Background: an optimization exercise with open tools, aiming at small area. Do not read the settings as production practice. Where RTL was checked, it was by simulation tests only, not by an equivalence proof against the original. For run 8, only the layout was checked, not whether the RTL still works. Power is estimated from default activity; no workload was simulated.

<file path="config.mk">
export PLATFORM = sky130hd
export DESIGN_NAME = fifo
export DESIGN_NICKNAME = fifo
export VERILOG_FILES = /design/flow/design.v
export SDC_FILE = /design/flow/constraint.sdc
export NUM_CORES = 4
export LEC_CHECK = 0
export CAP_MARGIN = 5
export CORE_MARGIN = 2
export CORE_UTILIZATION = 40
export GPL_TIMING_DRIVEN = 0
export PLACE_DENSITY = 0.6
export SLEW_MARGIN = 5
</file>
<file path="constraint.sdc">
create_clock -name core_clock -period 5.0 [get_ports {clk}]
set_input_delay 1.0000 -clock core_clock [delete_from_list [all_inputs] [get_ports {clk}]]
set_output_delay 1.0000 -clock core_clock [all_outputs]
set_load 0.01 [all_outputs]
</file>
<file path="design.v">
module fifo (clk,reset,renb,wenb,din,dout,empty,full);
  input logic clk, reset;
  input logic renb, wenb;
  input logic [7:0] din;
  output logic [7:0] dout;
  output logic empty, full;
  logic [7:0] mem[16];
  logic [3:0] rp;
  logic rd, wr;
  assign rd = renb & ~empty;
  assign wr = wenb & ~full & ~rd;
  assign full = ~empty & (&rp);
  always @(posedge clk) begin
    rp    <= (rp + {rd, rd, rd, rd | wr}) | {4{reset}};
    empty <= reset | (rd & (rp == 4'd0)) | (empty & ~wr);
  end
  logic [7:0] rdata;
  always_comb begin
    rdata = 8'b0;
    for (int k = 0; k < 16; k++)
      rdata = rdata | ({8{~reset && rp == k}} & mem[k]);
  end
  always @(posedge clk) begin
    if (rd | reset) dout <= rdata;
  end
  integer i;
  always @(posedge clk) begin
    if (wr) begin
      mem[0] <= din;
      for (i = 1; i < 16; i = i + 1) mem[i] <= mem[i-1];
    end
  end
endmodule
</file>
<file path="flow/run.sh">
#!/bin/bash
# The standard layout with three changes:
#  - synthesis maps logic with area-oriented ABC scripts (flow/synth.tcl);
#  - clock tree of small clock buffers without dummy loads;
#  - minimum-size port buffers.
# Each make run writes its full output to its own log file here.
set -euo pipefail
work=$(pwd)
export OWN_FLOW_DIR=$work/flow
export OWN_FLOW_WORK=$work
export FLOW_SYNTH_TCL=$work/synth_recipe.tcl
export CTS_ARGS="-sink_clustering_enable -repair_clock_nets -dont_use_dummy_load -buf_list sky130_fd_sc_hd__clkbuf_4"
export BUFFER_PORTS_ARGS="-buffer_cell sky130_fd_sc_hd__buf_1"
export RECOVER_POWER=100
sed "s#SYNTH_SCRIPT=[^ ]*#SYNTH_SCRIPT=$work/flow/synth.tcl#" standard.sh > own_standard.sh
grep -q "SYNTH_SCRIPT=$work/flow/synth.tcl" own_standard.sh
bash own_standard.sh synth > make_synth.log 2>&1
bash own_standard.sh finish > make_finish.log 2>&1
</file>
<file path="flow/abc1.abc">
strash
&get -n
&st
&dch
&nf -R 1000
&put
strash
&get -n
&st
&dch
&nf -R 1000
&put
</file>
<file path="flow/abc2.abc">
strash
&get -n
&st
&dc2
&dch -f
&nf -R 2000
&put
</file>
<file path="flow/abc3.abc">
strash
balance
rewrite
refactor
balance
rewrite
rewrite -z
balance
refactor -z
rewrite -z
balance
&get -n
&st
&dch
&nf -R 1000
&put
</file>
<file path="flow/abc4.abc">
strash
dch
amap
topo
</file>
<file path="flow/synth.tcl">
# The standard synthesis (synth_recipe.tcl, sourced unchanged) with one
# difference: Yosys's abc call maps the logic with each of the area-oriented
# ABC scripts flow/abc*.abc in turn and keeps the mapping with the smallest
# cell area.
proc abc {args} {
  set i [lsearch -exact $args -script]
  set lib [lindex $args [expr {[lsearch -exact $args -liberty] + 1}]]
  yosys design -save my_pre_abc
  set best ""
  set best_area 1e18
  foreach s [lsort [glob $::env(OWN_FLOW_DIR)/abc*.abc]] {
    yosys design -load my_pre_abc
    set a $args
    lset a [expr {$i + 1}] $s
    yosys abc {*}$a
    yosys tee -q -o $::env(OWN_FLOW_WORK)/abc_try.txt stat -liberty $lib
    set f [open $::env(OWN_FLOW_WORK)/abc_try.txt]
    set txt [read $f]
    close $f
    regexp {Chip area for module[^:]*:\s*([0-9.]+)} $txt -> area
    puts "abc script $s: area $area"
    if { $area < $best_area } {
      set best_area $area
      set best $s
    }
  }
  puts "abc script chosen: $best (area $best_area)"
  yosys design -load my_pre_abc
  lset args [expr {$i + 1}] $best
  yosys abc {*}$args
}
source $::env(FLOW_SYNTH_TCL)
</file>
<file path="standard.sh">
#!/bin/bash
# synth_recipe.tcl (not shown) runs the flow's synth.tcl, then flattens the netlist and writes it again
# the make line also repeats each setting of config.mk as NAME=value (left out here)
make -C /OpenROAD-flow-scripts/flow DESIGN_CONFIG=/design/flow/config.mk WORK_HOME=/design/flow/orfs CLKGATE_MAP_FILE= SYNTH_SCRIPT=/design/flow/synth_recipe.tcl "${@:-finish}"
</file>
==> impl_metrics.env, run 1 <==
export IMPL_rsz0062_at_grt="no"
export IMPL_post_synth_cell_area_avg_sq_um=19.2
export IMPL_crit_type="input pin to flip-flop"
export IMPL_cts_hold_buf=0
export IMPL_postCtsSetupBuffers=0
export IMPL_cts_inserted_buffers=17
export IMPL_crit_arrival_ns=3.10
export IMPL_crit_chain="buf_1 > nand2b_1 > clkinv_1 > nor2_4 > buf_12 > buf_12 > buf_12"
export IMPL_areaGrowthSynthToFinish_pct=9.64
export IMPL_drive_above_1_share_pct=6.93
export IMPL_antenna_found_initial=0
export IMPL_slew_viol_final=0
export IMPL_fillers=1068
export IMPL_final_setup_tns_ns=0
export IMPL_vias=2559
export IMPL_synth_fp_nets=278
export IMPL_slowest_stage="nor2_4"
export IMPL_drtAntennaViolNets=0
export IMPL_clk_latency_ns=0.49
export IMPL_worstPathMaxFanout=34
export IMPL_antenna_cells=0
export IMPL_die_area_sq_um=13500
export IMPL_core_area_sq_um=12100
export IMPL_leakagePower_nw=1.74
export IMPL_setup_violations=0
export IMPL_path_clk_slew_ns=0.10
export IMPL_min_period_ns=2.91
export IMPL_die_h_microns=116
export IMPL_finalClockSkew_ns=0.0325
export IMPL_grt_overflow=0
export IMPL_dp_hpwl_mm=5.34
export IMPL_place_gp_congestion=0.755
export IMPL_vias_per_cell=5.43
export IMPL_initial_core_util_pct=41.5
export IMPL_tritoncts="built"
export IMPL_placed_cells=454
export IMPL_final_cell_area_sq_um=5510
export IMPL_seqCellArea_sq_um=4180
export IMPL_worst_pin_slew_ns=1.02
export IMPL_cap_viol_max_count=0
export IMPL_ys_ff_latch=141
export IMPL_wl_per_cell_microns=16.9
export IMPL_drt_total_wl_mm=7.95
export IMPL_max_slew_margin_rel_pct=31.2
export IMPL_slowest_delay_ns=0.80
export IMPL_holdCritPathClass="flip-flop to flip-flop"
export IMPL_synth_distinct_cells=22
export IMPL_max_freq_ghz=0.343
export IMPL_synth_area_sq_um=5020
export IMPL_hold_viol_final=0
export IMPL_ios=22
export IMPL_critPathMostFrequentCell="buf_12"
export IMPL_drcViolationCount=0
export IMPL_required_ns=5.18
export IMPL_cp_end_kind="flip-flop"
export IMPL_netlist_instances=262
export IMPL_rows=40
export IMPL_grt_max_degree=35
export IMPL_port_buffers=21
export IMPL_cts_buffer_depth=2
export IMPL_startpoint_type="input pin"
export IMPL_cts_sinks=141
export IMPL_multi_input_area_sq_um=830
export IMPL_period_share_pct=58.3
export IMPL_synth_seq_area_share_pct=83.3
export IMPL_placed_cell_area_sq_um=5380
export IMPL_grt_pass1_vias=2518
export IMPL_die_w_microns=116
export IMPL_finalHoldWorstSlack_ns=0.434
export IMPL_drt_initial_drc_count=306
export IMPL_grt_pass1_wl_mm=13.1
export IMPL_stdcell_count=471
export IMPL_ys_warn_count=2
export IMPL_cts_resized_gates=0
export IMPL_root_buffer="clkbuf_4"
export IMPL_powerDensity_nw_per_um2=432
export IMPL_ctsHtreeMaxLevel=4
export IMPL_nets=321
export IMPL_peakVddDrop_uv=192
export IMPL_status="finished clean"
export IMPL_firstDrtPassIters=6
export IMPL_grt_usage_pct=13.1
sequential cells by signal, summed over array words and instances (netlist names):
name and cells:
mem 128, rp 4, empty 1, dout 8
through the flow:
step	utilization, %	setup WS [ns]	power, mW
finish	45.5	2.09	2.38
global route	45.5	1.94	2.51
CTS	45.5	2.11	2.40
detailed placement	44.4	1.55	1.93
global placement	43.9	0.476	1.90
floorplan	-	1.29	1.81
cells by family (layout without fill, tap and decap cells):
| family | count (synthesis) | count (layout) | synth area share [%] |
|---|---|---|---|
| xor gates and xnor gates | 1 | 1 | 0.174 |
| buffers and inverters | 4 | 45 | 0.299 |
| and+or+nand+nor | 49 | 49 | 4.83 |
| adders and majority gates | 4 | 4 | 1.15 |
| AOI/OAI and AO/OA | 63 | 63 | 10.2 |
| DFF | 141 | 141 | 83.3 |
layout make-up:
type                    count  area share [%]
flip-flops and latches    141            76.0
multi-input cells         117            15.1
well taps                 168            3.82
repair buffers             24            2.52
clock buffers              17            2.32
inverters                   4           0.273
where the power goes:
part           internal (mW)  switching, mW
registers               1.53         0.0878
logic                 0.0976          0.186
clock network          0.156          0.322
synth_stat cells:
| library cell | number | area, sq um |
|---|---|---|
| or2_0 | 1 | 6.26 |
| or3_1 | 2 | 12.5 |
| nor4_1 | 1 | 6.26 |
| a22oi_1 | 32 | 240 |
| dfxtp_1 | 5 | 100 |
| a221o_1 | 1 | 10.0 |
| a222oi_1 | 16 | 160 |
| edfxtp_1 | 136 | 4080 |
| xnor2_1 | 1 | 8.76 |
| nor3_1 | 5 | 25.0 |
| a221oi_1 | 8 | 70.1 |
| nand4_1 | 8 | 50.1 |
| nor2_1 | 13 | 48.8 |
| fa_1 | 1 | 20.0 |
| clkinv_1 | 4 | 15.0 |
| nand3_1 | 10 | 50.1 |
| a21oi_1 | 3 | 15.0 |
| ha_1 | 3 | 37.5 |
| o21ai_0 | 2 | 10.0 |
| nand2_1 | 5 | 18.8 |
| a21o_1 | 1 | 7.51 |
| nand2b_1 | 4 | 25.0 |
worst paths after layout:
check / slack [ns] / depth (start not counted) / startpoint / to
max reg2reg: 2.21 / 7 / rp[3]$_DFF_P_ / mem[1][6]$_DFFE_PP_
min: 0.43 / 0 / mem[10][3]$_DFFE_PP_ / mem[11][3]$_DFFE_PP_
min reg2reg: 0.43 / 0 / mem[10][3]$_DFFE_PP_ / mem[11][3]$_DFFE_PP_
max: 2.09 / 7 / renb / mem[1][6]$_DFFE_PP_
worst max-delay path, delay by kind of cell:
| kind | cells | cell delay [ns] |
|---|---|---|
| AND/OR/NAND/NOR | 2 | 0.99 |
| buffers and inverters | 5 | 1.07 |
routing by layer:
layer  routed length [microns]  vias up  global-route usage [%]
li1                          -     1214                       -
met1                      3880     1253                    18.7
met2                      3520       83                    18.6
met3                       478        9                    5.02
met4                        70        0                    4.13
met5                         0        -                       0
cells in the final DEF (no fill, tap or decap), types with 2 or more instances in the layout:
cell and n:
dfxtp_1 5, nor3_1 5, o21ai_0 2, nand2b_1 4
ha_1 3, a222oi_1 16, nand4_1 8, buf_1 20
a22oi_1 32, nand3_1 10, a21oi_1 3, a221oi_1 8
buf_12 3, nand2_1 5, clkbuf_4 17, or3_1 2
clkinv_1 4, edfxtp_1 136, nor2_1 12
==> run 2: changes to the inputs <==
--- a/config.mk
+++ b/config.mk
@@ -10,3 +10,2 @@
 export CORE_UTILIZATION = 40
-export GPL_TIMING_DRIVEN = 0
 export PLACE_DENSITY = 0.6
==> run 2 against run 1 <==
Against the previous run: total power down 0.37%; critical path depth unchanged; largest cell class unchanged; highest routed layer unchanged; register-to-register slack worse by 0.06 ns; global-route usage up 0.54 points; die area unchanged; largest power group unchanged; cell area down 0.86%.
==> impl_metrics.env, run 2 <==
export IMPL_peakVddDrop_uv=203
export IMPL_ctsHtreeMaxLevel=4
export IMPL_async_flop_share_pct=0
export IMPL_synth_distinct_cells=22
export IMPL_cts_hold_buf=0
export IMPL_required_ns=5.35
export IMPL_path_clk_slew_ns=0.10
export IMPL_period_share_pct=57.1
export IMPL_dr_wl_met2_mm=3.65
export IMPL_fillers=1097
export IMPL_grt_pass1_wl_mm=13.2
export IMPL_place_gp_congestion=0.816
export IMPL_clk_latency_ns=0.51
export IMPL_hold_viol_final=0
export IMPL_drive_above_1_share_pct=5.98
export IMPL_clockPowerShare_pct=20.0
export IMPL_yosys_top_cells_count="136 x edfxtp_1, 32 x a22oi_1, 16 x a222oi_1"
export IMPL_synth_most_common_cell="edfxtp_1"
export IMPL_grt_usage_pct=13.6
export IMPL_grt_overflow=0
export IMPL_leakagePower_nw=1.72
export IMPL_die_h_microns=116
export IMPL_ys_warn_count=2
export IMPL_synth_top_area_cell="edfxtp_1"
export IMPL_crit_arrival_ns=3.21
export IMPL_wl_met1_mm=4.02
export IMPL_p_sw_uw=594
export IMPL_p_comb_share_pct=11.6
export IMPL_finalCoreUtilization_pct=45.1
export IMPL_cts_sinks=141
export IMPL_max_freq_ghz=0.351
export IMPL_nets=319
export IMPL_worstPathMaxFanout=8
export IMPL_cell_internal_pwr_mw=1.77
export IMPL_die_area_sq_um=13500
export IMPL_synth_area_leaders="edfxtp_1 81%, a22oi_1 4.8%, a222oi_1 3.2%, dfxtp_1 2.0%, a221oi_1 1.4%"
export IMPL_synth_edff_count=136
export IMPL_powerDensity_nw_per_um2=434
export IMPL_initial_core_util_pct=41.5
export IMPL_drcViolationCount=0
export IMPL_setup_ws_ns=2.15
export IMPL_dp_slack_ns=1.66
export IMPL_slowest_delay_ns=0.92
export IMPL_crit_type="flip-flop to flip-flop"
export IMPL_startpoint_type="flip-flop"
export IMPL_antenna_found_initial=0
export IMPL_grt_pass1_vias=2455
export IMPL_vias_per_cell=5.44
export IMPL_drt_initial_drc_count=377
export IMPL_p_total_mw=2.37
export IMPL_vias=2552
export IMPL_path_delay_family="simple AND/OR/NAND/NOR gates"
export IMPL_seqPwrFrac_pct=68.4
export IMPL_port_buffers=21
export IMPL_reg_top3="mem x128, dout x8, rp x4"
export IMPL_die_w_microns=116
export IMPL_rows=40
export IMPL_netlist_instances=262
export IMPL_max_slew_margin_rel_pct=21.1
export IMPL_ios=22
export IMPL_tritoncts="built"
export IMPL_drtAntennaViolNets=0
export IMPL_slowest_stage="nor3_1"
export IMPL_synth_top_cell_area_share_pct=81.3
export IMPL_final_setup_tns_ns=0
export IMPL_antenna_cells=0
export IMPL_ys_ff_latch=141
export IMPL_drt_total_wl_mm=8.27
export IMPL_synth_seq_area_share_pct=83.3
export IMPL_crit_chain="clkinv_1 > or3_1 > nor3_1 > a222oi_1 > nand4_1 > a221oi_1 > nand3_1"
export IMPL_setup_violations=0
export IMPL_top_register="mem"
export IMPL_wl_per_cell_microns=17.6
export IMPL_cts_resized_gates=0
export IMPL_worst_pin_slew_ns=1.17
export IMPL_firstDrtPassIters=6
export IMPL_cts_inserted_buffers=17
export IMPL_root_buffer="clkbuf_4"
export IMPL_cp_end_kind="flip-flop"
export IMPL_wl_met3_microns=499
export IMPL_synth_fp_nets=278
export IMPL_slew_viol_final=0
export IMPL_postCtsSetupBuffers=0
export IMPL_core_area_sq_um=12100
export IMPL_swShare_pct=25.1
export IMPL_post_synth_cell_area_avg_sq_um=19.2
export IMPL_status="finished clean"
export IMPL_synth_area_sq_um=5020
export IMPL_grt_max_degree=129
export IMPL_top_layer_used="met4"
export IMPL_largest_register_ff_count=128
export IMPL_rsz0062_at_grt="no"
export IMPL_min_period_ns=2.85
export IMPL_holdCritPathClass="flip-flop to flip-flop"
export IMPL_cts_buffer_depth=2
export IMPL_areaGrowthSynthToFinish_pct=8.70
export IMPL_finalClockSkew_ns=0.0327
export IMPL_cap_viol_max_count=0
export IMPL_layout_commonest_cell="edfxtp_1"
export IMPL_dp_hpwl_mm=5.42
export IMPL_worst_path_buf_inv=1
export IMPL_mostFrequentLayoutCells="136 x edfxtp_1, 32 x a22oi_1, 20 x buf_1"
export IMPL_ys_flop_type="edfxtp_1"
run 2: cell families (layout without fill, tap and decap cells):
group | after synthesis | count (layout) | share of synthesized area, %
compound gates | 63 | 63 | 10.2
flops | 141 | 141 | 83.3
buf+inv | 4 | 43 | 0.299
simple gates | 49 | 49 | 4.83
xor+xnor | 1 | 1 | 0.174
fa+ha+maj | 4 | 4 | 1.15
run 2: routing by layer:
| metal | global-route usage [%] | up-vias |
|---|---|---|
| li1 | - | 1210 |
| met1 | 19.6 | 1256 |
| met2 | 18.6 | 74 |
| met3 | 5.96 | 12 |
| met4 | 4.52 | 0 |
| met5 | 0 | - |
run 2: metrics by stage:
stage,hold slack [ns],cell area (sq um),std cells
CTS,0.430,5470,469
detailed placement,0.437,5340,452
global route,0.447,5460,469
global placement,0.429,5340,452
finish,0.427,5460,469
floorplan,0.425,5030,262
run 2: worst register-to-register path: cells and delay by family (launching register included):
kind	cells	cell delay [ns]
DFF	1	0.43
and+or+nand+nor	4	1.75
AOI/OAI and AO/OA	2	0.36
buffers and inverters	1	0.17
run 2: path summary, 6_finish.rpt:
| kind | from | end | slack, ns | cells after the start |
|---|---|---|---|---|
| max | rp[1]$_DFF_P_ | dout[6]$_DFFE_PP_ | 2.15 | 7 |
| min | mem[10][6]$_DFFE_PP_ | mem[11][6]$_DFFE_PP_ | 0.43 | 0 |
| max reg2reg | rp[1]$_DFF_P_ | dout[6]$_DFFE_PP_ | 2.15 | 7 |
| min reg2reg | mem[10][6]$_DFFE_PP_ | mem[11][6]$_DFFE_PP_ | 0.43 | 0 |
run 2: final cells by class:
class / count / area (sq um) / area share (%)
Sequential cell: 141 / 4180 / 76.7
Multi-Input combinational cell: 117 / 822 / 15.1
Tap cell: 168 / 210 / 3.85
Clock buffer: 17 / 128 / 2.34
Timing Repair Buffer: 22 / 98.8 / 1.81
Inverter: 4 / 15.0 / 0.275
run 2: power by group through the flow:
stage / combinational, mW / clock, mW / sequential (mW)
5_1_grt: 0.310 / 0.552 / 1.64
3_5_place_dp: 0.279 / 0 / 1.65
6_report: 0.274 / 0.474 / 1.62
4_1_cts: 0.279 / 0.501 / 1.62
2_1_floorplan: 0.178 / 0 / 1.64
3_3_place_gp: 0.270 / 0 / 1.64
==> run 3: changes to the inputs <==
--- a/design.v
+++ b/design.v
@@ -12,5 +12,20 @@
   assign full = ~empty & (&rp);
+  logic mv;
+  logic [3:0] t, rp_next;
+  assign mv = rd | wr;
+  assign t  = rp ^ {4{rd}};
+  assign rp_next[0] = rp[0] ^ mv;
+  assign rp_next[1] = rp[1] ^ (mv & t[0]);
+  assign rp_next[2] = rp[2] ^ (mv & t[0] & t[1]);
+  assign rp_next[3] = rp[3] ^ (mv & t[0] & t[1] & t[2]);
   always @(posedge clk) begin
-    rp    <= (rp + {rd, rd, rd, rd | wr}) | {4{reset}};
+    rp    <= rp_next | {4{reset}};
     empty <= reset | (rd & (rp == 4'd0)) | (empty & ~wr);
+  end
+  logic [3:0] lo, hi;
+  always_comb begin
+    for (int k = 0; k < 4; k++) begin
+      lo[k] = (rp[1:0] == k);
+      hi[k] = (rp[3:2] == k) & ~reset;
+    end
   end
@@ -20,3 +35,3 @@
     for (int k = 0; k < 16; k++)
-      rdata = rdata | ({8{~reset && rp == k}} & mem[k]);
+      rdata = rdata | ({8{hi[k/4] & lo[k%4]}} & mem[k]);
   end
--- a/flow/run.sh
+++ b/flow/run.sh
@@ -1,6 +1,7 @@
 #!/bin/bash
-# The standard layout with three changes:
+# The standard layout with these changes:
 #  - synthesis maps logic with area-oriented ABC scripts (flow/synth.tcl);
 #  - clock tree of small clock buffers without dummy loads;
-#  - minimum-size port buffers.
+#  - minimum-size port buffers;
+#  - global routing's power recovery downsizes cells off the critical path.
 # Each make run writes its full output to its own log file here.
==> flow/abc3.abc (replaced) <==
strash
&get -n
&st
&dch
&nf -R 1000
&put
strash
&get -n
&st
&dch
&nf -R 1000
&put
strash
&get -n
&st
&dch
&nf -R 1000
&put
strash
&get -n
&st
&dch
&nf -R 1000
&put
==> flow/abc4.abc (replaced) <==
strash
&get -n
&st
&dch
&nf -R 1000
&put
strash
&get -n
&st
&dch
&nf -R 1000
&put
strash
&get -n
&st
&dch
&nf -R 1000
&put
strash
&get -n
&st
&dch
&nf -R 1000
&put
strash
&get -n
&st
&dch
&nf -R 1000
&put
strash
&get -n
&st
&dch
&nf -R 1000
&put
strash
&get -n
&st
&dch
&nf -R 1000
&put
strash
&get -n
&st
&dch
&nf -R 1000
&put
==> flow/abc5.abc (new file) <==
strash
&get -n
&st
&dch
&nf -R 1000
&put
strash
&get -n
&st
&dch
&nf -R 1000
&put
strash
&get -n
&st
&dch
&nf -R 1000
&put
strash
&get -n
&st
&dch
&nf -R 1000
&put
strash
&get -n
&st
&dch
&nf -R 1000
&put
strash
&get -n
&st
&dch
&nf -R 1000
&put
strash
&get -n
&st
&dch
&nf -R 1000
&put
strash
&get -n
&st
&dch
&nf -R 1000
&put
strash
&get -n
&st
&dch
&nf -R 1000
&put
strash
&get -n
&st
&dch
&nf -R 1000
&put
==> flow/abc6.abc (new file) <==
strash
&get -n
&st
&dch
&nf -R 1000
&put
strash
&get -n
&st
&dch
&nf -R 1000
&put
strash
&get -n
&st
&dch
&nf -R 1000
&put
strash
&get -n
&st
&dch
&nf -R 1000
&put
strash
&get -n
&st
&dch
&nf -R 1000
&put
strash
&get -n
&st
&dch
&nf -R 1000
&put
strash
&get -n
&st
&dch
&nf -R 1000
&put
strash
&get -n
&st
&dch
&nf -R 1000
&put
strash
&get -n
&st
&dch
&nf -R 1000
&put
strash
&get -n
&st
&dch
&nf -R 1000
&put
strash
&get -n
&st
&dch
&nf -R 1000
&put
strash
&get -n
&st
&dch
&nf -R 1000
&put
strash
&get -n
&st
&dch
&nf -R 1000
&put
strash
&get -n
&st
&dch
&nf -R 1000
&put
strash
&get -n
&st
&dch
&nf -R 1000
&put
strash
&get -n
&st
&dch
&nf -R 1000
&put
strash
&get -n
&st
&dch
&nf -R 1000
&put
strash
&get -n
&st
&dch
&nf -R 1000
&put
strash
&get -n
&st
&dch
&nf -R 1000
&put
strash
&get -n
&st
&dch
&nf -R 1000
&put
--- a/config.mk
+++ b/config.mk
@@ -9,4 +9,4 @@
 export CORE_MARGIN = 2
-export CORE_UTILIZATION = 40
-export PLACE_DENSITY = 0.6
+export CORE_UTILIZATION = 70
+export PLACE_DENSITY = 0.9
 export SLEW_MARGIN = 5
==> run 3 against run 2 <==
Against the previous run: now fails the layout checks on capacitance limit, slew limit; count of clock-buffer cells in the layout is the same; first-iteration DRC count grew 48%; hold slack gained 0.020 ns; clock skew grew 0.0021 ns; synthesized cell count shrank 3.1%; non-clock buffer count grew 5; largest power group unchanged.
==> impl_metrics.env, run 3 <==
export IMPL_status="finished with violations"
export IMPL_so_faults="capacitance limit, slew limit"
export IMPL_yosys_area_share_simple_pct=5.13
export IMPL_worst_pin_slew_ns=1.51
export IMPL_vias=2789
export IMPL_synth_most_common_cell="edfxtp_1"
export IMPL_final_setup_tns_ns=0
export IMPL_synth_fp_nets=266
export IMPL_cts_hold_buf=0
export IMPL_reg_top3="mem x128, dout x8, rp x4"
export IMPL_yosys_top_cells_count="136 x edfxtp_1, 32 x a222oi_1, 17 x nand3_1, 17 x nor2_1"
export IMPL_largest_register_ff_count=128
export IMPL_ys_warn_count=2
export IMPL_mostFrequentLayoutCells="136 x edfxtp_1, 32 x a222oi_1, 20 x buf_1"
export IMPL_reg2reg_to="mem[5][0]$_DFFE_PP_"
export IMPL_dp_hpwl_mm=6.19
export IMPL_synth_area_sq_um=4950
export IMPL_ios=22
export IMPL_root_buffer="clkbuf_4"
export IMPL_synth_top_area_cell="edfxtp_1"
export IMPL_holdCritPathClass="flip-flop to flip-flop"
export IMPL_top_register="mem"
export IMPL_crit_type="flip-flop to flip-flop"
export IMPL_synth_distinct_cells=18
export IMPL_r2r_start="rp[0]$_DFF_P_"
export IMPL_async_flop_share_pct=0
export IMPL_dp_slack_ns=2.02
export IMPL_synth_top_family_by_area="compound AO/OA/AOI/OAI gates"
export IMPL_synth_area_leaders="edfxtp_1 82%, a222oi_1 6.5%, dfxtp_1 2.0%, nand3_1 1.7%, a221oi_1 1.4%"
export IMPL_grt_pass1_vias=2710
export IMPL_rsz0062_at_grt="no"
export IMPL_die_w_microns=88.1
export IMPL_slew_viol_final=65
export IMPL_setup_ws_ns=1.73
export IMPL_multi_input_area_sq_um=777
export IMPL_initial_core_util_pct=72.5
export IMPL_drt_initial_drc_count=559
export IMPL_period_share_pct=65.4
export IMPL_stdcell_count=394
export IMPL_r2r_setup_slack_ns=1.73
export IMPL_synth_xor_area_share_pct=0.177
export IMPL_drive_above_1_share_pct=7.38
export IMPL_ctsHtreeMaxLevel=4
export IMPL_synth_mux_area_share_pct=0
export IMPL_path_clk_slew_ns=0.10
export IMPL_slowest_delay_ns=1.23
export IMPL_nets=312
export IMPL_vias_per_cell=7.08
export IMPL_startpoint_type="flip-flop"
export IMPL_cp_end_kind="flip-flop"
export IMPL_clk_latency_ns=0.51
export IMPL_max_freq_ghz=0.306
export IMPL_leakagePower_nw=1.71
export IMPL_slowest_stage="clkbuf_2"
export IMPL_finalClockSkew_ns=0.0348
export IMPL_synth_seq_area_share_pct=84.5
export IMPL_grt_usage_pct=28.0
export IMPL_peakVddDrop_uv=250
export IMPL_crit_arrival_ns=3.36
export IMPL_synth_top_cell_area_share_pct=82.4
export IMPL_min_path_cells=0
export IMPL_placed_cells=377
export IMPL_holdPathEnd="mem[8][2]$_DFFE_PP_"
export IMPL_antenna_found_initial=0
export IMPL_wl_per_cell_microns=24.9
export IMPL_crit_chain="nand2_1 > nor3_1 > nand2b_1 > nor2b_4 > clkbuf_2"
export IMPL_cap_viol_max_count=1
export IMPL_die_area_sq_um=7770
export IMPL_ys_ff_latch=141
export IMPL_synth_compound_area_share_pct=10.2
export IMPL_hold_viol_final=0
export IMPL_die_h_microns=88.1
export IMPL_layout_commonest_cell="edfxtp_1"
export IMPL_cts_buffer_depth=2
export IMPL_antenna_cells=0
export IMPL_cts_resized_gates=0
export IMPL_firstDrtPassIters=6
export IMPL_rr_worst_depth=5
export IMPL_ys_flop_type="edfxtp_1"
export IMPL_drt_total_wl_mm=9.82
export IMPL_drcViolationCount=0
export IMPL_worstPathMaxFanout=64
export IMPL_cts_inserted_buffers=17
export IMPL_grt_pass1_wl_mm=14.9
export IMPL_areaGrowthSynthToFinish_pct=7.45
export IMPL_drtAntennaViolNets=0
export IMPL_netlist_instances=254
export IMPL_grt_max_degree=65
export IMPL_synth_edff_count=136
export IMPL_required_ns=5.09
export IMPL_postCtsSetupBuffers=0
export IMPL_cts_sinks=141
export IMPL_rows=30
export IMPL_port_buffers=21
export IMPL_seqCellArea_sq_um=4180
export IMPL_place_gp_congestion=0.812
export IMPL_hold_start="mem[7][2]$_DFFE_PP_"
export IMPL_core_area_sq_um=6830
export IMPL_fillers=392
export IMPL_powerDensity_nw_per_um2=408
export IMPL_max_slew_margin_rel_pct=-0.914
export IMPL_grt_overflow=0
export IMPL_synthAdderAreaFrac_pct=0
export IMPL_tritoncts="built"
export IMPL_min_period_ns=3.27
export IMPL_post_synth_cell_area_avg_sq_um=19.5
export IMPL_setup_violations=0
[run 3: cell count changes after synthesis, moves of 2 or more]
cell | before | now
nand3_1 | 10 | 17
nand2b_1 | 4 | 6
a222oi_1 | 16 | 32
nor2_1 | 13 | 17
ha_1 | 3 | 0
a21oi_1 | 3 | 5
a22oi_1 | 32 | 8
clkinv_1 | 4 | 0
nand4_1 | 8 | 0
[run 3: cells by family (layout without fill, tap and decap cells)]
| logic type | Yosys count | after routing |
|---|---|---|
| AOI/OAI and AO/OA | 58 | 58 |
| and+or+nand+nor | 54 | 54 |
| buffers and inverters | 0 | 44 |
| DFF | 141 | 141 |
| xor gates and xnor gates | 1 | 1 |
[run 3: where the power goes]
part	switching [mW]	leakage, nW	internal (mW)	total, mW
Combinational	0.114	0.283	0.0470	0.161
Clock	0.316	0.0782	0.156	0.472
Sequential	0.0748	1.35	1.46	1.54
Total	0.505	1.71	1.67	2.17
[run 3: routing by layer]
layer  track usage (%)  share of wire (%)  up-vias  wire length (microns)
met2              41.3                 48      230                   4750
met1              38.2                 38     1335                   3770
met3              11.4                 11       24                   1110
li1                  -                  -     1200                      -
met5                 0                  0        -                      0
met4              11.6                1.9        0                    190
[run 3: cell type report]
class	count	area share, %
Clock buffer	17	2.40
Multi-Input combinational cell	113	14.6
Sequential cell	141	78.6
Tap cell	96	2.26
Timing Repair Buffer	27	2.14
[run 3: per-stage QoR]
stage | cell area (sq um) | total power [mW] | hold WS [ns] | utilization, %
after floorplan | 4960 | 1.64 | 0.425 | -
after global placement | 5220 | 1.71 | 0.431 | 76.4
after detailed placement | 5220 | 1.72 | 0.436 | 76.4
after CTS | 5350 | 2.17 | 0.440 | 78.2
after global routing | 5320 | 2.25 | 0.464 | 77.9
final | 5320 | 2.17 | 0.448 | 77.9
[run 3: worst max-delay path by stage]
stage / from / slack [ns] / endpoint / cells after the start
global placement: renb / 2.11 / mem[0][1]$_DFFE_PP_ / 4
detailed placement: renb / 2.02 / mem[6][1]$_DFFE_PP_ / 4
CTS: rp[0]$_DFF_P_ / 2.35 / full / 3
finish: rp[0]$_DFF_P_ / 1.73 / mem[5][0]$_DFFE_PP_ / 5
global route: rp[0]$_DFF_P_ / 1.56 / mem[15][3]$_DFFE_PP_ / 5
floorplan: renb / 0.95 / rp[3]$_DFF_P_ / 6
[run 3: critical path: cells and delay by family (launching register included)]
kind / cells / cell delay, ns
flip-flops: 1 / 0.44
buffers and inverters: 1 / 1.23
AND/OR/NAND/NOR: 4 / 1.17
==> run 4: changes to the inputs <==
--- a/config.mk
+++ b/config.mk
@@ -7,3 +7,3 @@
 export LEC_CHECK = 0
-export CAP_MARGIN = 5
+export CAP_MARGIN = 20
 export CORE_MARGIN = 2
@@ -11,2 +11,2 @@
 export PLACE_DENSITY = 0.9
-export SLEW_MARGIN = 5
+export SLEW_MARGIN = 20
==> run 4 against run 3 <==
Against the previous run: combinational power about the same; count of clock-buffer cells in the layout unchanged; still fails the layout checks on capacitance limit, slew limit; wire length stayed put; critical path depth is the same; total power did not move.
==> impl_metrics.env, run 4 <==
export IMPL_drtAntennaViolNets=0
export IMPL_post_synth_cell_area_avg_sq_um=19.5
export IMPL_rows=30
export IMPL_cap_viol_max_count=1
export IMPL_rr_worst_depth=5
export IMPL_drt_initial_drc_count=559
export IMPL_areaGrowthSynthToFinish_pct=7.45
export IMPL_powerDensity_nw_per_um2=408
export IMPL_clk_latency_ns=0.51
export IMPL_final_cell_area_sq_um=5320
export IMPL_stdcell_count=394
export IMPL_final_setup_tns_ns=0
export IMPL_required_ns=5.09
export IMPL_grt_pass1_wl_mm=14.9
export IMPL_r2r_setup_slack_ns=1.73
export IMPL_ys_warn_count=2
export IMPL_drive_above_1_share_pct=7.38
export IMPL_cts_inserted_buffers=17
export IMPL_p_total_mw=2.17
export IMPL_fillers=392
export IMPL_ctsHtreeMaxLevel=4
export IMPL_synth_area_sq_um=4950
export IMPL_vias=2789
export IMPL_hold_viol_final=0
export IMPL_grt_usage_pct=28.0
export IMPL_synth_distinct_cells=18
export IMPL_ys_ff_latch=141
export IMPL_synth_fp_nets=266
export IMPL_crit_arrival_ns=3.36
export IMPL_synth_area_leaders="edfxtp_1 82%, a222oi_1 6.5%, dfxtp_1 2.0%, nand3_1 1.7%, a221oi_1 1.4%"
export IMPL_top_register="mem"
export IMPL_crit_type="flip-flop to flip-flop"
export IMPL_holdCritPathClass="flip-flop to flip-flop"
export IMPL_antenna_cells=0
export IMPL_core_area_sq_um=6830
export IMPL_finalClockSkew_ns=0.0348
export IMPL_synth_top_area_cell="edfxtp_1"
export IMPL_cts_sinks=141
export IMPL_ios=22
export IMPL_rsz0062_at_grt="no"
export IMPL_placed_cells=377
export IMPL_period_share_pct=65.4
export IMPL_setup_violations=0
export IMPL_cp_end_kind="flip-flop"
export IMPL_slew_viol_final=65
export IMPL_synth_edff_count=136
export IMPL_yosys_top_cells_count="136 x edfxtp_1, 32 x a222oi_1, 17 x nand3_1, 17 x nor2_1"
export IMPL_leakagePower_nw=1.71
export IMPL_grt_overflow=0
export IMPL_cts_hold_buf=0
export IMPL_worst_pin_slew_ns=1.51
export IMPL_placed_cell_area_sq_um=5220
export IMPL_synth_most_common_cell="edfxtp_1"
export IMPL_max_slew_margin_rel_pct=-0.914
export IMPL_nets=312
export IMPL_startpoint_type="flip-flop"
export IMPL_min_period_ns=3.27
export IMPL_max_freq_ghz=0.306
export IMPL_drt_total_wl_mm=9.82
export IMPL_synth_top_cell_area_share_pct=82.4
export IMPL_layout_commonest_cell="edfxtp_1"
export IMPL_netlist_instances=254
export IMPL_die_h_microns=88.1
export IMPL_hold_start="mem[7][2]$_DFFE_PP_"
export IMPL_cts_buffer_depth=2
export IMPL_die_area_sq_um=7770
export IMPL_grt_max_degree=65
export IMPL_drcViolationCount=0
export IMPL_vias_per_cell=7.08
export IMPL_holdPathEnd="mem[8][2]$_DFFE_PP_"
export IMPL_largest_register_ff_count=128
export IMPL_synth_seq_area_share_pct=84.5
export IMPL_reg_top3="mem x128, dout x8, rp x4"
export IMPL_path_clk_slew_ns=0.10
export IMPL_antenna_found_initial=0
export IMPL_root_buffer="clkbuf_4"
export IMPL_firstDrtPassIters=6
export IMPL_dp_hpwl_mm=6.19
export IMPL_reg2reg_to="mem[5][0]$_DFFE_PP_"
export IMPL_grt_pass1_vias=2710
export IMPL_min_path_cells=0
export IMPL_tritoncts="built"
export IMPL_status="finished with violations"
export IMPL_cts_resized_gates=0
export IMPL_die_w_microns=88.1
export IMPL_worstPathMaxFanout=64
export IMPL_finalHoldWorstSlack_ns=0.448
export IMPL_place_gp_congestion=0.812
export IMPL_r2r_start="rp[0]$_DFF_P_"
export IMPL_postCtsSetupBuffers=0
export IMPL_initial_core_util_pct=72.5
export IMPL_port_buffers=21
export IMPL_async_flop_share_pct=0
export IMPL_peakVddDrop_uv=250
export IMPL_so_faults="capacitance limit, slew limit"
export IMPL_mostFrequentLayoutCells="136 x edfxtp_1, 32 x a222oi_1, 20 x buf_1"
export IMPL_wl_per_cell_microns=24.9
export IMPL_ys_flop_type="edfxtp_1"
-- run 4: worst max path at each step --
stage | from | to | slack (ns) | depth (start not counted)
2_1_floorplan | renb | rp[3]$_DFF_P_ | 0.95 | 6
3_3_place_gp | renb | mem[0][1]$_DFFE_PP_ | 2.11 | 4
3_5_place_dp | renb | mem[6][1]$_DFFE_PP_ | 2.02 | 4
4_1_cts | rp[0]$_DFF_P_ | full | 2.35 | 3
5_1_grt | rp[0]$_DFF_P_ | mem[15][3]$_DFFE_PP_ | 1.56 | 5
6_report | rp[0]$_DFF_P_ | mem[5][0]$_DFFE_PP_ | 1.73 | 5
-- run 4: final cells by class --
| type | count | area [sq um] | share of cell area, % |
|---|---|---|---|
| flip-flops and latches | 141 | 4180 | 78.6 |
| multi-input cells | 113 | 777 | 14.6 |
| clock buffers | 17 | 128 | 2.40 |
| well taps | 96 | 120 | 2.26 |
| repair buffers | 27 | 114 | 2.14 |
-- run 4: critical path: stages (launching register included) --
cell and delay, ns:
dfxtp_1 0.44, nand2_1 0.22, nor3_1 0.08, nand2b_1 0.23, nor2b_4 0.64, clkbuf_2 1.23
-- run 4: layer usage --
metal | vias to the layer above | GRT usage [%] | routed length [microns]
met5 | - | 0 | 0
met4 | 0 | 11.6 | 190
met3 | 24 | 11.4 | 1110
met2 | 230 | 41.3 | 4750
met1 | 1335 | 38.2 | 3770
li1 | 1200 | - | -
-- run 4: cells by family (layout without fill, tap and decap cells) --
logic type | Yosys count | count (layout) | share of synthesized area, %
AO/OA/AOI/OAI | 58 | 58 | 10.2
XOR/XNOR | 1 | 1 | 0.177
buffers and inverters | 0 | 44 | 0
flip-flops | 141 | 141 | 84.5
AND/OR/NAND/NOR | 54 | 54 | 5.13
-- run 4: per-stage QoR --
| step | util [%] | setup slack [ns] |
|---|---|---|
| floorplan | - | 0.947 |
| global placement | 76.4 | 2.11 |
| detailed placement | 76.4 | 2.02 |
| CTS | 78.2 | 2.35 |
| global route | 77.9 | 1.56 |
| finish | 77.9 | 1.73 |
-- run 4: where the power goes --
| part | total [mW] | internal (mW) | switching (mW) |
|---|---|---|---|
| registers | 1.54 | 1.46 | 0.0748 |
| clock network | 0.472 | 0.156 | 0.316 |
| logic | 0.161 | 0.0470 | 0.114 |
==> run 5: changes to the inputs <==
--- a/config.mk
+++ b/config.mk
@@ -9,4 +9,4 @@
 export CORE_MARGIN = 2
-export CORE_UTILIZATION = 70
-export PLACE_DENSITY = 0.9
+export CORE_UTILIZATION = 40
+export PLACE_DENSITY = 0.6
 export SLEW_MARGIN = 20
==> run 5 against run 4 <==
Against the previous run: still fails the layout checks on capacitance limit, slew limit; synthesized area unchanged; synthesized cell count did not move; clock power grew 2%; maximum frequency is 3.6% higher.
==> impl_metrics.env, run 5 <==
export IMPL_root_buffer="clkbuf_4"
export IMPL_worst_path_buf_inv=1
export IMPL_drt_initial_drc_count=539
export IMPL_drcViolationCount=0
export IMPL_firstDrtPassIters=6
export IMPL_synth_most_common_cell="edfxtp_1"
export IMPL_areaGrowthSynthToFinish_pct=9.35
export IMPL_max_freq_ghz=0.317
export IMPL_synth_edff_count=136
export IMPL_synth_distinct_cells=18
export IMPL_synth_seq_area_share_pct=84.5
export IMPL_slew_viol_final=83
export IMPL_crit_chain="nand2_1 > nor3_1 > nand2b_1 > nor2b_4 > clkbuf_2 > a21oi_1 > a21oi_1 > o21ai_0"
export IMPL_die_h_microns=115
export IMPL_cts_sinks=141
export IMPL_powerDensity_nw_per_um2=402
export IMPL_period_share_pct=63.2
export IMPL_min_period_ns=3.16
export IMPL_hold_viol_final=0
export IMPL_peakVddDrop_uv=119
export IMPL_cts_resized_gates=0
export IMPL_critPathMostFrequentCell="a21oi_1"
export IMPL_hold_start="mem[13][3]$_DFFE_PP_"
export IMPL_wl_per_cell_microns=21.8
export IMPL_crit_arrival_ns=3.56
export IMPL_cts_buffer_depth=2
export IMPL_antenna_cells=0
export IMPL_worstPathMaxFanout=82
export IMPL_grt_pass1_vias=2637
export IMPL_largest_register_ff_count=128
export IMPL_slowest_stage="clkbuf_2"
export IMPL_netlist_instances=254
export IMPL_top_register="mem"
export IMPL_grt_usage_pct=16.6
export IMPL_vias_per_cell=5.79
export IMPL_synth_top_cell_area_share_pct=82.4
export IMPL_yosys_area_share_simple_pct=5.13
export IMPL_cts_inserted_buffers=17
export IMPL_required_ns=5.41
export IMPL_nets=312
export IMPL_crit_start="rp[0]$_DFF_P_"
export IMPL_drtAntennaViolNets=0
export IMPL_synthAdderAreaFrac_pct=0
export IMPL_antenna_found_initial=0
export IMPL_so_faults="capacitance limit, slew limit"
export IMPL_synth_top_area_cell="edfxtp_1"
export IMPL_stdcell_count=466
export IMPL_r2r_start="rp[0]$_DFF_P_"
export IMPL_grt_pass1_wl_mm=15.7
export IMPL_die_area_sq_um=13300
export IMPL_drive_above_1_share_pct=7.72
export IMPL_yosys_top_cells_count="136 x edfxtp_1, 32 x a222oi_1, 17 x nand3_1, 17 x nor2_1"
export IMPL_die_w_microns=115
export IMPL_holdCritPathClass="flip-flop to flip-flop"
export IMPL_post_synth_cell_area_avg_sq_um=19.5
export IMPL_fillers=1049
export IMPL_cts_hold_buf=0
export IMPL_initial_core_util_pct=41.1
export IMPL_dp_hpwl_mm=5.89
export IMPL_vias=2699
export IMPL_synth_xor_area_share_pct=0.177
export IMPL_ys_ff_latch=141
export IMPL_synth_area_leaders="edfxtp_1 82%, a222oi_1 6.5%, dfxtp_1 2.0%, nand3_1 1.7%, a221oi_1 1.4%"
export IMPL_multi_input_area_sq_um=777
export IMPL_status="finished with violations"
export IMPL_finalClockSkew_ns=0.0267
export IMPL_ys_flop_type="edfxtp_1"
export IMPL_core_area_sq_um=12100
export IMPL_mostFrequentLayoutCells="136 x edfxtp_1, 32 x a222oi_1, 20 x buf_1"
export IMPL_reg_top3="mem x128, dout x8, rp x4"
export IMPL_async_flop_share_pct=0
export IMPL_worst_pin_slew_ns=2.00
export IMPL_synth_mux_area_share_pct=0
export IMPL_path_delay_family="buffers and inverters"
export IMPL_ctsHtreeMaxLevel=4
export IMPL_startpoint_type="flip-flop"
export IMPL_cap_viol_max_count=1
export IMPL_setup_violations=0
export IMPL_synth_top_family_by_area="compound AO/OA/AOI/OAI gates"
export IMPL_cp_end_kind="flip-flop"
export IMPL_grt_overflow=0
export IMPL_postCtsSetupBuffers=0
export IMPL_tritoncts="built"
export IMPL_crit_type="flip-flop to flip-flop"
export IMPL_synth_compound_area_share_pct=10.2
export IMPL_path_clk_slew_ns=0.11
export IMPL_final_setup_tns_ns=0
export IMPL_placed_cells=449
export IMPL_synth_fp_nets=266
export IMPL_rsz0062_at_grt="no"
export IMPL_synth_area_sq_um=4950
export IMPL_ys_warn_count=2
export IMPL_drt_total_wl_mm=10.2
export IMPL_seqCellArea_sq_um=4180
export IMPL_rows=40
export IMPL_grt_max_degree=83
export IMPL_max_slew_margin_rel_pct=-33.2
export IMPL_place_gp_congestion=0.785
export IMPL_clk_latency_ns=0.52
export IMPL_port_buffers=21
export IMPL_leakagePower_nw=1.72
export IMPL_slowest_delay_ns=1.42
export IMPL_ios=22
export IMPL_layout_commonest_cell="edfxtp_1"
## run 5: cell types whose count changed in the layout (fill, tap and decap cells not counted), sizes merged
cell    delta
clkbuf     -1
buf        +1
## run 5: report_power, final
| group | total (mW) | switching, mW | internal [mW] |
|---|---|---|---|
| logic | 0.160 | 0.113 | 0.0470 |
| clock network | 0.483 | 0.328 | 0.155 |
| registers | 1.53 | 0.0702 | 1.46 |
## run 5: final timing paths
path                                to  slack (ns)  depth (start not counted)
setup / recovery         rp[1]$_DFF_P_        1.84                          8
hold / removal    mem[14][3]$_DFFE_PP_        0.44                          0
setup reg to reg         rp[1]$_DFF_P_        1.84                          8
hold reg to reg   mem[14][3]$_DFFE_PP_        0.44                          0
## run 5: layer usage
| layer | global-route usage (%) | up-vias | wire, microns |
|---|---|---|---|
| li1 | - | 1201 | - |
| met1 | 24.4 | 1352 | 4520 |
| met2 | 23.0 | 134 | 4620 |
| met3 | 5.43 | 12 | 935 |
| met4 | 6.43 | 0 | 104 |
| met5 | 0 | - | 0 |
## run 5: final cells by class
class	instances	area share, %
Sequential cell	141	77.2
Tap cell	168	3.88
Multi-Input combinational cell	113	14.3
Clock buffer	17	2.36
Timing Repair Buffer	27	2.17
## run 5: metrics by stage
stage / total power [mW] / area, sq um / setup WS, ns / hold WS (ns) / util, %
after detailed placement: 1.72 / 5300 / 1.91 / 0.433 / 43.9
after floorplan: 1.64 / 4960 / 0.947 / 0.425 / -
after CTS: 2.20 / 5420 / 2.25 / 0.444 / 45.0
after global placement: 1.71 / 5300 / 1.93 / 0.431 / 43.9
after global routing: 2.29 / 5420 / 1.47 / 0.446 / 44.9
final: 2.18 / 5420 / 1.84 / 0.443 / 44.9
## run 5: cell families after synthesis
logic type | after synthesis
DFF | 141
xor gates and xnor gates | 1
and+or+nand+nor | 54
AOI/OAI and AO/OA | 58
==> run 6: changes to the inputs <==
--- a/flow/run.sh
+++ b/flow/run.sh
@@ -4,4 +4,3 @@
 #  - clock tree of small clock buffers without dummy loads;
-#  - minimum-size port buffers;
-#  - global routing's power recovery downsizes cells off the critical path.
+#  - minimum-size port buffers.
 # Each make run writes its full output to its own log file here.
@@ -14,3 +13,2 @@
 export BUFFER_PORTS_ARGS="-buffer_cell sky130_fd_sc_hd__buf_1"
-export RECOVER_POWER=100
 sed "s#SYNTH_SCRIPT=[^ ]*#SYNTH_SCRIPT=$work/flow/synth.tcl#" standard.sh > own_standard.sh
--- a/config.mk
+++ b/config.mk
@@ -9,4 +9,4 @@
 export CORE_MARGIN = 2
-export CORE_UTILIZATION = 40
-export PLACE_DENSITY = 0.6
+export CORE_UTILIZATION = 70
+export PLACE_DENSITY = 0.9
 export SLEW_MARGIN = 20
==> run 6 against run 5 <==
Against the previous run: sequential cell count is the same; count of clock-buffer cells in the layout did not move; cell count decreased by 15%; now clean on timing, DRC and antenna; sequential power about the same.
==> impl_metrics.env, run 6 <==
export IMPL_status="finished clean"
export IMPL_dp_slack_ns=2.02
export IMPL_cp_end_kind="primary output"
export IMPL_r2r_start="rp[0]$_DFF_P_"
export IMPL_top_register="mem"
export IMPL_rsz0062_at_grt="no"
export IMPL_setup_ws_ns=2.34
export IMPL_holdCritPathClass="flip-flop to flip-flop"
export IMPL_setup_violations=0
export IMPL_layout_commonest_cell="edfxtp_1"
export IMPL_firstDrtPassIters=6
export IMPL_rows=30
export IMPL_ios=22
export IMPL_worstPathMaxFanout=13
export IMPL_antenna_found_initial=0
export IMPL_ys_warn_count=2
export IMPL_die_h_microns=88.1
export IMPL_grt_overflow=0
export IMPL_wl_per_cell_microns=24.8
export IMPL_synth_area_leaders="edfxtp_1 82%, a222oi_1 6.5%, dfxtp_1 2.0%, nand3_1 1.7%, a221oi_1 1.4%"
export IMPL_post_synth_cell_area_avg_sq_um=19.5
export IMPL_worst_pin_slew_ns=0.922
export IMPL_yosys_top_cells_count="136 x edfxtp_1, 32 x a222oi_1, 17 x nand3_1, 17 x nor2_1"
export IMPL_cts_resized_gates=0
export IMPL_async_flop_share_pct=0
export IMPL_grt_pass1_vias=2710
export IMPL_mostFrequentLayoutCells="136 x edfxtp_1, 32 x a222oi_1, 21 x buf_1"
export IMPL_path_clk_slew_ns=0.11
export IMPL_die_area_sq_um=7770
export IMPL_drive_above_1_share_pct=8.05
export IMPL_leakagePower_nw=1.73
export IMPL_port_buffers=21
export IMPL_p_total_mw=2.17
export IMPL_antenna_cells=0
export IMPL_drt_initial_drc_count=514
export IMPL_drtAntennaViolNets=0
export IMPL_synth_seq_area_share_pct=84.5
export IMPL_synth_area_sq_um=4950
export IMPL_clk_latency_ns=0.51
export IMPL_crit_arrival_ns=1.66
export IMPL_postCtsSetupBuffers=0
export IMPL_synth_top_cell_area_share_pct=82.4
export IMPL_core_area_sq_um=6830
export IMPL_min_period_ns=2.66
export IMPL_vias_per_cell=7.07
export IMPL_grt_usage_pct=28.0
export IMPL_synth_most_common_cell="edfxtp_1"
export IMPL_netlist_instances=254
export IMPL_reg_top3="mem x128, dout x8, rp x4"
export IMPL_crit_start="rp[0]$_DFF_P_"
export IMPL_synth_distinct_cells=18
export IMPL_initial_core_util_pct=72.5
export IMPL_crit_type="flip-flop to primary output"
export IMPL_cts_inserted_buffers=17
export IMPL_final_setup_tns_ns=0
export IMPL_period_share_pct=53.3
export IMPL_fillers=386
export IMPL_dp_hpwl_mm=6.19
export IMPL_ctsHtreeMaxLevel=4
export IMPL_required_ns=4.00
export IMPL_drt_total_wl_mm=9.78
export IMPL_slew_viol_final=0
export IMPL_cts_buffer_depth=2
export IMPL_grt_max_degree=65
export IMPL_vias=2787
export IMPL_tritoncts="built"
export IMPL_startpoint_type="flip-flop"
export IMPL_finalClockSkew_ns=0.0398
export IMPL_cts_sinks=141
export IMPL_synth_edff_count=136
export IMPL_die_w_microns=88.1
export IMPL_ys_flop_type="edfxtp_1"
export IMPL_peakVddDrop_uv=250
export IMPL_areaGrowthSynthToFinish_pct=7.91
export IMPL_ys_ff_latch=141
export IMPL_powerDensity_nw_per_um2=407
export IMPL_nets=312
export IMPL_grt_pass1_wl_mm=14.9
export IMPL_max_slew_margin_rel_pct=38.3
export IMPL_max_freq_ghz=0.376
export IMPL_drcViolationCount=0
export IMPL_hold_viol_final=0
export IMPL_root_buffer="clkbuf_4"
export IMPL_hold_start="mem[7][2]$_DFFE_PP_"
export IMPL_synth_fp_nets=266
export IMPL_largest_register_ff_count=128
export IMPL_place_gp_congestion=0.812
export IMPL_synth_top_area_cell="edfxtp_1"
export IMPL_cts_hold_buf=0
export IMPL_cap_viol_max_count=0
[run 6: cell counts after synthesis]
Identical to the previous run, type by type.
[run 6: worst max-delay path, stage by stage, from the launching register on]
cell     delay (ns)
dfxtp_1        0.58
nand2_1        0.21
nor3_1         0.21
buf_1          0.18
[run 6: where the power goes]
| part | internal, mW | switching, mW |
|---|---|---|
| logic | 0.0504 | 0.114 |
| registers | 1.46 | 0.0742 |
| clock network | 0.156 | 0.319 |
| total | 1.67 | 0.507 |
[run 6: through the flow]
stage | hold WS (ns) | utilization [%] | instance area [sq um] | std cells
final | 0.442 | 78.2 | 5350 | 394
after global routing | 0.464 | 78.2 | 5350 | 394
after CTS | 0.440 | 78.2 | 5350 | 394
after detailed placement | 0.436 | 76.4 | 5220 | 377
after global placement | 0.431 | 76.4 | 5220 | 377
after floorplan | 0.425 | - | 4960 | 254
[run 6: final cells by class]
type	instances	area [sq um]	area share [%]
repair buffers	27	136	2.55
multi-input cells	113	777	14.5
flip-flops and latches	141	4180	78.3
clock buffers	17	128	2.39
well taps	96	120	2.25
[run 6: path summary, 6_finish.rpt]
check                             end  slack, ns  cells after the start
setup / recovery                 full       2.34                      3
hold reg to reg   mem[8][2]$_DFFE_PP_       0.44                      0
hold / removal    mem[8][2]$_DFFE_PP_       0.44                      0
setup reg to reg  mem[1][1]$_DFFE_PP_       2.44                      5
[run 6: layer usage]
metal	vias to the layer above	share of wire, %	GRT usage [%]
met3	29	12	11.4
met5	-	0	0
met4	0	2.4	11.6
met2	209	48	41.3
li1	1200	-	-
met1	1349	38	38.2
[run 6: cells by family after synthesis]
kind of cell	share of synthesized area, %
AOI/OAI and AO/OA	10.2
and+or+nand+nor	5.13
xor gates and xnor gates	0.177
DFF	84.5
==> run 7: changes to the inputs <==
--- a/config.mk
+++ b/config.mk
@@ -7,3 +7,3 @@
 export LEC_CHECK = 0
-export CAP_MARGIN = 20
+export CAP_MARGIN = 5
 export CORE_MARGIN = 2
@@ -11,2 +11,2 @@
 export PLACE_DENSITY = 0.9
-export SLEW_MARGIN = 20
+export SLEW_MARGIN = 5
==> run 7 against run 6 <==
Against the previous run: still clean; cell count unchanged; critical path depth unchanged; register-to-register slack about the same; highest routed layer unchanged.
==> impl_metrics.env, run 7 <==
export IMPL_grt_overflow=0
export IMPL_netlist_instances=254
export IMPL_crit_type="flip-flop to primary output"
export IMPL_hold_start="mem[7][2]$_DFFE_PP_"
export IMPL_cts_hold_buf=0
export IMPL_cts_resized_gates=0
export IMPL_holdPathEnd="mem[8][2]$_DFFE_PP_"
export IMPL_reg_top3="mem x128, dout x8, rp x4"
export IMPL_synth_distinct_cells=18
export IMPL_max_slew_margin_rel_pct=38.3
export IMPL_min_path_cells=0
export IMPL_cts_sinks=141
export IMPL_leakagePower_nw=1.73
export IMPL_layout_commonest_cell="edfxtp_1"
export IMPL_die_w_microns=88.1
export IMPL_setup_violations=0
export IMPL_worst_pin_slew_ns=0.922
export IMPL_finalHoldWorstSlack_ns=0.442
export IMPL_ys_flop_type="edfxtp_1"
export IMPL_antenna_found_initial=0
export IMPL_top_register="mem"
export IMPL_antenna_cells=0
export IMPL_die_h_microns=88.1
export IMPL_path_clk_slew_ns=0.11
export IMPL_die_area_sq_um=7770
export IMPL_startpoint_type="flip-flop"
export IMPL_ctsHtreeMaxLevel=4
export IMPL_peakVddDrop_uv=250
export IMPL_root_buffer="clkbuf_4"
export IMPL_initial_core_util_pct=72.5
export IMPL_r2r_setup_slack_ns=2.44
export IMPL_grt_pass1_vias=2710
export IMPL_nets=312
export IMPL_placed_cell_area_sq_um=5220
export IMPL_dp_hpwl_mm=6.19
export IMPL_final_setup_tns_ns=0
export IMPL_rr_worst_depth=5
export IMPL_synth_area_leaders="edfxtp_1 82%, a222oi_1 6.5%, dfxtp_1 2.0%, nand3_1 1.7%, a221oi_1 1.4%"
export IMPL_tritoncts="built"
export IMPL_synth_top_cell_area_share_pct=82.4
export IMPL_cap_viol_max_count=0
export IMPL_cp_end_kind="primary output"
export IMPL_ys_ff_latch=141
export IMPL_core_area_sq_um=6830
export IMPL_crit_arrival_ns=1.66
export IMPL_powerDensity_nw_per_um2=407
export IMPL_vias=2787
export IMPL_ios=22
export IMPL_rsz0062_at_grt="no"
export IMPL_clk_latency_ns=0.51
export IMPL_min_period_ns=2.66
export IMPL_cts_inserted_buffers=17
export IMPL_areaGrowthSynthToFinish_pct=7.91
export IMPL_reg2reg_to="mem[1][1]$_DFFE_PP_"
export IMPL_vias_per_cell=7.07
export IMPL_worstPathMaxFanout=13
export IMPL_post_synth_cell_area_avg_sq_um=19.5
export IMPL_final_cell_area_sq_um=5350
export IMPL_drcViolationCount=0
export IMPL_synth_area_sq_um=4950
export IMPL_postCtsSetupBuffers=0
export IMPL_holdCritPathClass="flip-flop to flip-flop"
export IMPL_period_share_pct=53.3
export IMPL_drt_initial_drc_count=514
export IMPL_grt_usage_pct=28.0
export IMPL_async_flop_share_pct=0
export IMPL_finalCoreUtilization_pct=78.2
export IMPL_place_gp_congestion=0.812
export IMPL_drive_above_1_share_pct=8.05
export IMPL_ys_warn_count=2
export IMPL_drt_total_wl_mm=9.78
export IMPL_firstDrtPassIters=6
export IMPL_rows=30
export IMPL_synth_most_common_cell="edfxtp_1"
export IMPL_mostFrequentLayoutCells="136 x edfxtp_1, 32 x a222oi_1, 21 x buf_1"
export IMPL_grt_pass1_wl_mm=14.9
export IMPL_synth_seq_area_share_pct=84.5
export IMPL_synth_top_area_cell="edfxtp_1"
export IMPL_synth_edff_count=136
export IMPL_wl_per_cell_microns=24.8
export IMPL_largest_register_ff_count=128
export IMPL_cts_buffer_depth=2
export IMPL_max_freq_ghz=0.376
export IMPL_grt_max_degree=65
export IMPL_synth_fp_nets=266
export IMPL_port_buffers=21
export IMPL_drtAntennaViolNets=0
export IMPL_yosys_top_cells_count="136 x edfxtp_1, 32 x a222oi_1, 17 x nand3_1, 17 x nor2_1"
export IMPL_required_ns=4.00
export IMPL_finalClockSkew_ns=0.0398
export IMPL_slew_viol_final=0
export IMPL_r2r_start="rp[0]$_DFF_P_"
export IMPL_hold_viol_final=0
export IMPL_status="finished clean"
-- run 7: area by class of cell --
| type | count | area (sq um) |
|---|---|---|
| multi-input cells | 113 | 777 |
| repair buffers | 27 | 136 |
| well taps | 96 | 120 |
| clock buffers | 17 | 128 |
| fillers | 386 | 1490 |
| flip-flops and latches | 141 | 4180 |
-- run 7: critical path, cell delays in order, from the launching register on --
cell	delay, ns
dfxtp_1	0.58
nand2_1	0.21
nor3_1	0.21
buf_1	0.18
-- run 7: cells by family (layout without fill, tap and decap cells) --
group	after synthesis	after routing	share of synthesized area (%)
simple gates	54	54	5.13
compound gates	58	58	10.2
xor+xnor	1	1	0.177
flops	141	141	84.5
buf+inv	0	44	0
-- run 7: worst max-delay path by stage --
stage / start / to / slack [ns]
after global routing: rp[0]$_DFF_P_ / full / 2.18
after CTS: rp[0]$_DFF_P_ / full / 2.35
after detailed placement: renb / mem[6][1]$_DFFE_PP_ / 2.02
final: rp[0]$_DFF_P_ / full / 2.34
after global placement: renb / mem[0][1]$_DFFE_PP_ / 2.11
after floorplan: renb / rp[3]$_DFF_P_ / 0.95
-- run 7: metrics by stage --
stage	total power [mW]	worst slack (ns)	cells
after floorplan	1.64	0.947	254
after CTS	2.17	2.35	394
after global placement	1.71	2.11	377
after global routing	2.25	2.18	394
after detailed placement	1.72	2.02	377
final	2.17	2.34	394
-- run 7: metal layers --
metal | global-route usage [%] | share of wire (%) | vias to the layer above
met4 | 11.6 | 2.4 | 0
li1 | - | - | 1200
met5 | 0 | 0 | -
met2 | 41.3 | 48 | 209
met3 | 11.4 | 12 | 29
met1 | 38.2 | 38 | 1349
-- run 7: report_power, final --
| part | switching, mW | internal (mW) |
|---|---|---|
| Combinational | 0.114 | 0.0504 |
| Clock | 0.319 | 0.156 |
| Sequential | 0.0742 | 1.46 |
==> run 8: changes to the inputs <==
--- a/design.v
+++ b/design.v
@@ -40,2 +40,4 @@
   end
+  logic wr_hi;
+  assign wr_hi = wr & ~empty & (rp[3] | (&rp[2:0]));
   integer i;
@@ -44,3 +46,6 @@
       mem[0] <= din;
-      for (i = 1; i < 16; i = i + 1) mem[i] <= mem[i-1];
+      for (i = 1; i < 8; i = i + 1) mem[i] <= mem[i-1];
+    end
+    if (wr_hi) begin
+      for (i = 8; i < 16; i = i + 1) mem[i] <= mem[i-1];
     end
--- a/config.mk
+++ b/config.mk
@@ -7,3 +7,3 @@
 export LEC_CHECK = 0
-export CAP_MARGIN = 5
+export CAP_MARGIN = 20
 export CORE_MARGIN = 2
@@ -11,2 +11,2 @@
 export PLACE_DENSITY = 0.9
-export SLEW_MARGIN = 5
+export SLEW_MARGIN = 20
==> run 8 against run 7 <==
Against the previous run: still clean; maximum frequency fell by 6.6%; via count up 5.0%; synthesized area is 0.61% higher; register-to-register slack worse by 0.29 ns; synthesized cell count is 3.1% higher; sequential cell count stayed put; first-iteration DRC count rose by 12%; utilization is 0.48 points higher; largest power group unchanged; highest routed layer unchanged.
==> impl_metrics.env, run 8 <==
export IMPL_dp_hpwl_mm=6.51
export IMPL_slowest_stage="nor4_4"
export IMPL_placed_cells=385
export IMPL_drive_above_1_share_pct=8.17
export IMPL_slew_viol_final=0
export IMPL_placed_cell_area_sq_um=5250
export IMPL_postCtsSetupBuffers=0
export IMPL_drt_total_wl_mm=10.2
export IMPL_firstDrtPassIters=6
export IMPL_startpoint_type="flip-flop"
export IMPL_mostFrequentLayoutCells="136 x edfxtp_1, 28 x a222oi_1, 21 x buf_1"
export IMPL_grt_pass1_wl_mm=15.4
export IMPL_synth_area_sq_um=4980
export IMPL_clk_latency_ns=0.52
export IMPL_port_buffers=21
export IMPL_crit_type="flip-flop to flip-flop"
export IMPL_grt_pass1_vias=2794
export IMPL_post_synth_cell_area_avg_sq_um=19.0
export IMPL_finalCoreUtilization_pct=78.7
export IMPL_synth_distinct_cells=21
export IMPL_ys_warn_count=2
export IMPL_clockPowerShare_pct=22.8
export IMPL_rows=30
export IMPL_drcViolationCount=0
export IMPL_grt_busiest_layer="met2"
export IMPL_cell_internal_pwr_mw=1.60
export IMPL_cts_buffer_depth=2
export IMPL_synth_top_area_cell="edfxtp_1"
export IMPL_cts_resized_gates=0
export IMPL_ys_flop_type="edfxtp_1"
export IMPL_rsz0062_at_grt="no"
export IMPL_yosys_top_cells_count="136 x edfxtp_1, 28 x a222oi_1, 19 x nor2_1"
export IMPL_core_area_sq_um=6830
export IMPL_slowest_delay_ns=0.95
export IMPL_synth_area_leaders="edfxtp_1 82%, a222oi_1 5.6%, dfxtp_1 2.0%, a22oi_1 2.0%, nor2_1 1.4%"
export IMPL_tritoncts="built"
export IMPL_powerDensity_nw_per_um2=386
export IMPL_crit_chain="nand2_1 > nor3_1 > nand2b_1 > nor4_4 > buf_4"
export IMPL_required_ns=5.16
export IMPL_die_h_microns=88.4
export IMPL_synth_edff_count=136
export IMPL_period_share_pct=57.0
export IMPL_layout_commonest_cell="edfxtp_1"
export IMPL_holdCritPathClass="flip-flop to flip-flop"
export IMPL_netlist_instances=262
export IMPL_die_w_microns=88.4
export IMPL_drtAntennaViolNets=0
export IMPL_setup_violations=0
export IMPL_wl_per_cell_microns=25.4
export IMPL_root_buffer="clkbuf_4"
export IMPL_worst_pin_slew_ns=1.09
export IMPL_async_flop_share_pct=0
export IMPL_use_met3_pct=9.51
export IMPL_final_cell_area_sq_um=5380
export IMPL_max_slew_margin_rel_pct=26.5
export IMPL_vias_per_cell=7.28
export IMPL_ios=22
export IMPL_min_period_ns=2.85
export IMPL_path_clk_slew_ns=0.08
export IMPL_reg_top3="mem x128, dout x8, rp x4"
export IMPL_stdcell_count=402
export IMPL_synth_most_common_cell="edfxtp_1"
export IMPL_crit_arrival_ns=3.01
export IMPL_leakagePower_nw=1.70
export IMPL_cts_hold_buf=0
export IMPL_largest_register_ff_count=128
export IMPL_synth_fp_nets=274
export IMPL_max_freq_ghz=0.351
export IMPL_synth_seq_area_share_pct=84.0
export IMPL_nets=320
export IMPL_worstPathMaxFanout=26
export IMPL_initial_core_util_pct=72.9
export IMPL_p_sw_uw=476
export IMPL_seqPwrFrac_pct=70.2
export IMPL_swShare_pct=22.9
export IMPL_p_comb_share_pct=7.0
export IMPL_grt_overflow=0
export IMPL_vias=2927
export IMPL_antenna_found_initial=0
export IMPL_cts_sinks=141
export IMPL_met1_usage_pct=40.0
export IMPL_finalClockSkew_ns=0.0351
export IMPL_place_gp_congestion=0.861
export IMPL_synth_top_cell_area_share_pct=81.9
export IMPL_top_register="mem"
export IMPL_peakVddDrop_uv=231
export IMPL_path_delay_family="simple AND/OR/NAND/NOR gates"
export IMPL_final_setup_tns_ns=0
export IMPL_ys_ff_latch=141
export IMPL_die_area_sq_um=7810
export IMPL_cap_viol_max_count=0
export IMPL_antenna_cells=0
export IMPL_areaGrowthSynthToFinish_pct=7.91
export IMPL_grt_max_degree=35
export IMPL_worst_path_buf_inv=1
export IMPL_ctsHtreeMaxLevel=4
export IMPL_cts_inserted_buffers=17
export IMPL_p_total_mw=2.08
export IMPL_drt_initial_drc_count=578
export IMPL_grt_usage_pct=28.6
export IMPL_cp_end_kind="flip-flop"
export IMPL_grtUsageMet2_pct=42.1
export IMPL_status="finished clean"
export IMPL_hold_viol_final=0
==> run 8: changes by cell type in the layout (fill, tap and decap cells not counted), sizes merged, moves of 2 or more <==
cell    change
a222oi      -4
a22oi       +5
nand2       +6
nand3       -5
nand4       +4
nor2        +2
==> run 8: through the flow <==
stage / worst slack [ns] / hold slack (ns)
after floorplan: 1.30 / 0.425
after global placement: 1.89 / 0.429
after detailed placement: 1.78 / 0.433
after CTS: 2.20 / 0.444
after global routing: 1.98 / 0.462
final: 2.15 / 0.439
==> run 8: cell type report <==
| type | count | area (sq um) |
|---|---|---|
| Fill cell | 359 | 1450 |
| Tap cell | 96 | 120 |
| Multi-Input combinational cell | 121 | 822 |
| Sequential cell | 141 | 4180 |
| Timing Repair Buffer | 27 | 124 |
| Clock buffer | 17 | 128 |
==> run 8: worst paths after layout <==
kind	cells after the start	end	slack (ns)	startpoint
setup / recovery	5	mem[14][5]$_DFFE_PP_	2.15	rp[0]$_DFF_P_
hold / removal	0	mem[15][5]$_DFFE_PP_	0.44	mem[14][5]$_DFFE_PP_
setup reg to reg	5	mem[14][5]$_DFFE_PP_	2.15	rp[0]$_DFF_P_
hold reg to reg	0	mem[15][5]$_DFFE_PP_	0.44	mem[14][5]$_DFFE_PP_
==> run 8: power by group through the flow <==
stage | combinational, mW | clock, mW | sequential [mW]
6_report | 0.146 | 0.474 | 1.46
5_1_grt | 0.158 | 0.516 | 1.47
4_1_cts | 0.144 | 0.479 | 1.46
3_5_place_dp | 0.144 | 0 | 1.48
3_3_place_gp | 0.136 | 0 | 1.48
2_1_floorplan | 0.0859 | 0 | 1.47
==> run 8: cell families after synthesis <==
| kind of cell | synth area share (%) |
|---|---|
| DFF | 84.0 |
| and+or+nand+nor | 6.00 |
| AOI/OAI and AO/OA | 9.87 |
| xor gates and xnor gates | 0.176 |
==> run 8: layer usage <==
layer | up-vias | part of all wire (%)
met4 | 0 | 3.6
li1 | 1224 | -
met3 | 46 | 12
met5 | - | 0
met1 | 1382 | 38
met2 | 275 | 46

Setup slack of run 8, layout unchanged: 2.148 ns with ideal ports, 2.148 ns with driving cells assumed (clock clkbuf_16, inputs buf_2), 1.738 ns with port delays also shifted by the 0.534 ns mid clock arrival.
